Context: an optimization exercise on an open-source flow, tuned for small area and a short achievable clock period. The choices shown serve that exercise and are no tape-out recipe.
At most, simulation tests tie the RTL to the original design; equivalence was not proved.
No activity file was given, so power comes from the tool's default toggle rates.

==> flow/design.v (excerpt) <==
module alu64_sync(
    input clk,
    input en,
    input MD,
    input [2:0] OP,
    input [63:0] R1,
    input [63:0] R2,
    output reg EQ,
    output reg GT,
    output reg LT,
    output reg OVR,
    output reg [63:0] Q
    );
Size in the first run: roughly 3,000 cells after synthesis, roughly 150 flip-flops, ~200 I/O pins, roughly 16,000 sq um of cells after synthesis.
export LEC_CHECK = 0
export ABC_AREA = 1
export CAP_MARGIN = 20
export CORE_MARGIN = 2
export CORE_UTILIZATION = 40
export SETUP_SLACK_MARGIN = 1.5
export SLEW_MARGIN = 20
create_clock -name core_clock -period 4.0 [get_ports {clk}]
standard.sh (not shown) runs the stock make flow with config.mk's settings and CLKGATE_MAP_FILE= SYNTH_SCRIPT=/design/flow/synth_recipe.tcl, a recipe that flattens the netlist after the stock synthesis.
==> flow/flow/run.sh <==
#!/bin/bash
# Standard ORFS layout (the standard.sh), with the port buffers made from the
# smallest buffer cell instead of the one buffer_ports picks by default.
set -euo pipefail
bash standard.sh BUFFER_PORTS_ARGS="-buffer_cell sky130_fd_sc_hd__buf_1" finish > standard.log 2>&1
Edit:
SETUP_SLACK_MARGIN = 1.0   (was 1.5)
- flip-flop and latch count does not change
- cell area came out lower by 2.4%
- combinational power came out lower by about 3%
- register-to-register slack degrades by 0.31 ns
- total power came out lower by 1.5%
- synthesized area is unchanged
- critical path depth came out lower by 6
- non-clock buffer count came out lower by 12
- sequential share of layout area came out higher by 0.41 points
- wire length came out lower by 2.1%
- fmax came out lower by 15%
Edit:
SETUP_SLACK_MARGIN = 2.1   (was 1.0)
Effect: Critical path depth grows by 5. Power climbs by 23%. Area after synthesis is unchanged. Design area goes up by 36%. Wire length climbs by 26%. Global-route usage is higher by 4.6 points. Worst setup slack improved by 0.57 ns. Clock power rose by about 9%. Via count rises by 12%. Clock-buffer cell count came out lower by 2. Core utilization went up by 16 points.
Edit:
ABC_AREA = 0   (was 1)
SETUP_SLACK_MARGIN = 1.5   (was 2.1)
What happened: Register-to-register slack gets worse by 0.42 ns; non-clock buffer count rises by 43; global-route usage falls by 4.2 points.
No run of this note included a check of the RTL's function; only the layout flow was run.

* * *

alu64_sync, a different RTL version from the one above (not shown whole).
For scale: roughly 2000 cells after synthesis, roughly 200 flip-flops, ~200 I/O pins.
clock: 4.0 ns
lec_check: 0
abc_area: 1
cap_margin: 20
core_margin: 2
core_utilization: 40
setup_slack_margin: 1.5
slew_margin: 20
==> flow/flow/run.sh <==
#!/bin/bash
# Layout flow: the standard.sh throughout, with two changes.
#  1. Synthesis runs with a copy of the ORFS scripts whose ABC area script is
#     replaced by flow/abc_area.script (area-oriented mapping with amap);
#     everything else in synthesis (synth_recipe.tcl, synth.tcl) is unchanged.
#  2. The port buffers use the smallest buffer cell (buf_1).
set -euo pipefail
rm -rf scripts_mod
cp -r "$FLOW_HOME/scripts" scripts_mod
cp flow/abc_area.script scripts_mod/abc_area.script
bash standard.sh SCRIPTS_DIR="$PWD/scripts_mod" ABC_AREA=1 synth > synth.log 2>&1
bash standard.sh BUFFER_PORTS_ARGS="-buffer_cell sky130_fd_sc_hd__buf_1" finish > standard.log 2>&1
==> flow/flow/abc_area.script <==
strash
dch
amap
topo
The starting point finished with timing, DRC and antenna clean.
Rerun with:
--- a/flow/config.mk
+++ b/flow/config.mk
@@ -12 +12 @@
-export SETUP_SLACK_MARGIN = 1.5
+export SETUP_SLACK_MARGIN = 1.0
Result: Power drops by a few percent; design area drops by a few percent; cell count drops by a few percent; setup slack loses 0.028 ns; worst hold slack loses 0.0097 ns; flip-flop and latch count is unchanged; clock skew is about the same.
Rerun with:
==> flow/flow/run.sh (replaced) <==
#!/bin/bash
# Standard ORFS layout (the standard.sh), with the port buffers made from the
# smallest buffer cell instead of the one buffer_ports picks by default.
set -euo pipefail
bash standard.sh BUFFER_PORTS_ARGS="-buffer_cell sky130_fd_sc_hd__buf_1" finish > standard.log 2>&1
removed: flow/flow/abc_area.script
=>
- utilization falls by 8.3 points
- total power grows by 8.9%
- area after synthesis is higher by 23%
- die area is higher by 23%
- maximum frequency climbs by 26%
- register-to-register slack improves by 0.78 ns
- clock-buffer cell count is lower by 2
- routed wire length rose by 35%
- final area came out higher by 3.5%
- synthesized cell count grows by 47%
Rerun with:
--- a/flow/config.mk
+++ b/flow/config.mk
@@ -12 +12 @@
-export SETUP_SLACK_MARGIN = 1.0
+export SETUP_SLACK_MARGIN = 1.5
Maximum frequency came out higher by roughly a tenth.
Power came out higher by a few percent.
Synthesized area stays the same.
Global-route usage came out higher by 1.2 points.
Sequential power hardly moves.
Flip-flop and latch count does not change.
Via count came out higher by a few percent.
Hold slack is about the same.
No functional check of the RTL was part of any run of this note.

* * *

## v31
Another version of the RTL of alu64_sync (not shown whole).
Size: about 2400 cells after synthesis, about 200 I/O pins.
==> flow/config.mk <==
export PLATFORM = sky130hd
export DESIGN_NAME = alu64_sync
export DESIGN_NICKNAME = alu64_sync
export VERILOG_FILES = /design/flow/design.v
export SDC_FILE = /design/flow/constraint.sdc
export NUM_CORES = 4
export LEC_CHECK = 0
export ABC_AREA = 1
export CAP_MARGIN = 20
export CORE_MARGIN = 2
export CORE_UTILIZATION = 50
export CTS_BUF_LIST = sky130_fd_sc_hd__clkbuf_4 sky130_fd_sc_hd__clkbuf_8
export SETUP_SLACK_MARGIN = 1.7
export SLEW_MARGIN = 20
==> flow/constraint.sdc <==
create_clock -name core_clock -period 4.0 [get_ports {clk}]
set_input_delay 0.8000 -clock core_clock [delete_from_list [all_inputs] [get_ports {clk}]]
set_output_delay 0.8000 -clock core_clock [all_outputs]
set_load 0.01 [all_outputs]
==> flow/flow/run.sh <==
#!/bin/bash
# Layout flow: the standard.sh throughout, with two changes.
#  1. Synthesis runs with a copy of the ORFS scripts whose ABC area script is
#     replaced by flow/abc_area.script (ABC map with a required time of 1500 ps instead of delay-optimal mapping);
#     everything else in synthesis (synth_recipe.tcl, synth.tcl) is unchanged.
#  2. The port buffers use the smallest buffer cell (buf_1).
set -euo pipefail
rm -rf scripts_mod
cp -r "$FLOW_HOME/scripts" scripts_mod
cp flow/abc_area.script scripts_mod/abc_area.script
bash standard.sh SCRIPTS_DIR="$PWD/scripts_mod" ABC_AREA=1 synth > synth.log 2>&1
bash standard.sh BUFFER_PORTS_ARGS="-buffer_cell sky130_fd_sc_hd__buf_1" finish > standard.log 2>&1
==> flow/flow/abc_area.script <==
strash
dch
map -D 1500
topo
stime -c
buffer -c
upsize -c
dnsize -c
v31 did not stop at any stage, and its layout met the timing, design-rule and antenna checks.
Changes in v37 relative to v31:
- a change of CORE_UTILIZATION from 50 to 40
==> flow/flow/run.sh <==
#!/bin/bash
# Standard ORFS layout (the standard.sh), with the port buffers made from the
# smallest buffer cell instead of the one buffer_ports picks by default.
set -euo pipefail
bash standard.sh BUFFER_PORTS_ARGS="-buffer_cell sky130_fd_sc_hd__buf_1" finish > standard.log 2>&1
removed: flow/flow/abc_area.script
### Flow results
On first-pass GRT wire length: between v37 and v31, it ends up lower for v31.
Summary of v37 over v31: via count rose 1.4%; design internal power fell 8.0%; total clock sinks about even; switching power as a share of total power fell 1.3 points.
| overall power consumption | v37 vs v31 | better |
### v37 -> v27
- a change of CORE_UTILIZATION from 40 to 50
- a change of SETUP_SLACK_MARGIN from 1.7 to 1.6
- v27 did not stop at any stage, and its layout met the timing, design-rule and antenna checks.
- In the metrics for v37 and v27, the one carrying the lower non-clock buffer count is v37.
- Re critical path buffer and inverter count: v27 is 1 down on v37.
- | proportion of power drawn by combinational gates | v27 vs v37 | 1.4 points lower |
- As far as max-capacitance violation count goes, v27 and v37 are indistinguishable; the numbers are identical.
- Going from v37 to v27, portion of total power attributed to the clock network higher; minimum clock period climbed 78 ps; switching power climbed about 1.5%; first-pass GRT wire length went down.
- Compared v27 against v37; total power within noise.
Here is what was changed in the inputs of v35 compared with v27.
- swapping 1.6 for 1.5 in SETUP_SLACK_MARGIN
- swapping 50 for 40 in CORE_UTILIZATION
- clearing CTS_BUF_LIST, which used to be sky130_fd_sc_hd__clkbuf_4 sky130_fd_sc_hd__clkbuf_8
Results
v35: all stages complete, timing, DRC and antenna checks passed
Looking at number of fill cells, v35 sits above v27.
Diff v27 and v35: final cell count lower in v27
Against v27, v35 comes in 6.5 points higher on part of the total power dissipated in the clock network.
Register-to-register setup slack in v35 is 140 ps below v27.
Routed length per instance across v27 and v35: no real change.
The lower number of detailed-route iterations in the first pass of v27 and v35 is in v35.

* * *

Another version of the RTL of alu64_sync (not shown whole).
Size in the first run: ~2600 cells after synthesis, about 200 I/O pins, ~15000 um^2 of cells after synthesis.
clock: 4.0 ns
lec_check: 0
abc_area: 1
cap_margin: 20
core_margin: 2
core_utilization: 55
cts_buf_list: sky130_fd_sc_hd__clkbuf_4 sky130_fd_sc_hd__clkbuf_8
setup_slack_margin: 1.7
slew_margin: 20
==> flow/flow/run.sh <==
#!/bin/bash
# Standard ORFS layout (the standard.sh), with the port buffers made from the
# smallest buffer cell instead of the one buffer_ports picks by default.
set -euo pipefail
bash standard.sh BUFFER_PORTS_ARGS="-buffer_cell sky130_fd_sc_hd__buf_1" finish > standard.log 2>&1
The starting point went through all stages and came out clean.
Rerun with:
CORE_UTILIZATION = 40   (was 55)
SETUP_SLACK_MARGIN = 1.5   (was 1.7)
Result: Power drops by about 2%; sequential cell count is unchanged; via count went down by about 0.9%; area after synthesis does not change; wire length rises by 15%; sequential power hardly moves; global-route usage came out lower by 6.5 points; cell area came out lower by about 3.7%; count of clock-buffer cells in the layout does not change.
Rerun with:
CORE_UTILIZATION = 60   (was 40)
SETUP_SLACK_MARGIN = 1.7   (was 1.5)
Clock power rises by about 4%. Synthesized area does not change. Total power rises by about 3.6%. Design area rises by about 5.3%.
Rerun with:
CORE_UTILIZATION = 50   (was 60)
Combinational power falls by about 3%.
Clock-buffer cell count is unchanged.
Synthesized area stays the same.
Global-route usage falls by 7.2 points.
Clock skew falls by 0.0038 ns.
Final area falls by 1.2%.
Rerun with:
CORE_UTILIZATION = 55   (was 50)
SETUP_SLACK_MARGIN = 1.8   (was 1.7)
=> The changed run produced a clean layout; cell count stays flat; first-iteration DRC count came out higher by about a fifth; maximum frequency came out higher by a few percent; final area came out higher by a few percent; worst setup slack gains 0.090 ns; routed wire length came out higher slightly.

==> re-timing with driven ports <==
No port has a modelled driver above. Below, the same layouts with a new extraction and two added sets of constraints.
Step 1, drivers: a clkbuf_16 drives clk and a buf_2 each remaining input, both assumed.
Step 2 also shifts input and output timing later by t, the mid clock arrival at the registers, as if the neighbouring blocks saw the same clock.
a / b / c = no drivers / after step 1 / after step 2; a / b = the first two.
run	t (ns)	setup slack, ns	hold WS [ns]	slew at the worst register clock pin (ns)	worst data-port slew with drivers (ns)
the first run of note 1	0.510	1.567 / 1.567 / 1.127	0.356 / 0.356 / 0.356	0.08 / 0.08	0.06
the second run of note 1	0.516	1.153 / 1.186 / 0.671	0.356 / 0.356 / 0.356	0.08 / 0.08	0.06
the third run of note 1	0.527	1.726 / 1.726 / 1.218	0.348 / 0.348 / 0.348	0.09 / 0.09	0.14
the fourth run of note 1	0.493	1.030 / 0.959 / 0.466	0.366 / 0.366 / 0.366	0.07 / 0.07	0.18
the first run of note 2	0.585	0.280 / 0.280 / 0.280	0.357 / 0.331 / 0.615	0.07 / 0.07	0.04
the second run of note 2	0.591	0.252 / 0.252 / 0.252	0.348 / 0.319 / 0.645	0.07 / 0.07	0.05
the third run of note 2	0.637	1.037 / 1.037 / 1.037	0.314 / 0.276 / 0.563	0.07 / 0.07	0.13
the fourth run of note 2	0.640	1.381 / 1.381 / 1.381	0.311 / 0.276 / 0.572	0.08 / 0.08	0.13
v31	0.508	1.569 / 1.484 / 0.977	0.369 / 0.369 / 0.369	0.11 / 0.11	0.16
v37	0.532	1.679 / 1.707 / 1.175	0.403 / 0.403 / 0.403	0.10 / 0.10	0.06
v27	0.516	1.602 / 1.615 / 1.099	0.334 / 0.334 / 0.334	0.11 / 0.11	0.08
v35	0.514	1.518 / 1.518 / 1.107	0.377 / 0.377 / 0.377	0.08 / 0.08	0.06
the first run of note 4	0.524	1.692 / 1.692 / 1.226	0.403 / 0.403 / 0.403	0.10 / 0.10	0.07
the second run of note 4	0.585	1.528 / 1.540 / 0.964	0.387 / 0.387 / 0.387	0.10 / 0.10	0.14
the third run of note 4	0.510	1.554 / 1.554 / 1.113	0.342 / 0.342 / 0.342	0.11 / 0.11	0.07
the fourth run of note 4	0.530	1.648 / 1.648 / 1.183	0.376 / 0.376 / 0.376	0.11 / 0.11	0.06
the fifth run of note 4	0.538	1.738 / 1.734 / 1.196	0.340 / 0.340 / 0.340	0.12 / 0.12	0.06
After both steps every run listed still meets setup and hold. For v31, which loses most, drivers alone change the setup slack by -0.085 ns; drivers and shift together by -0.592 ns.
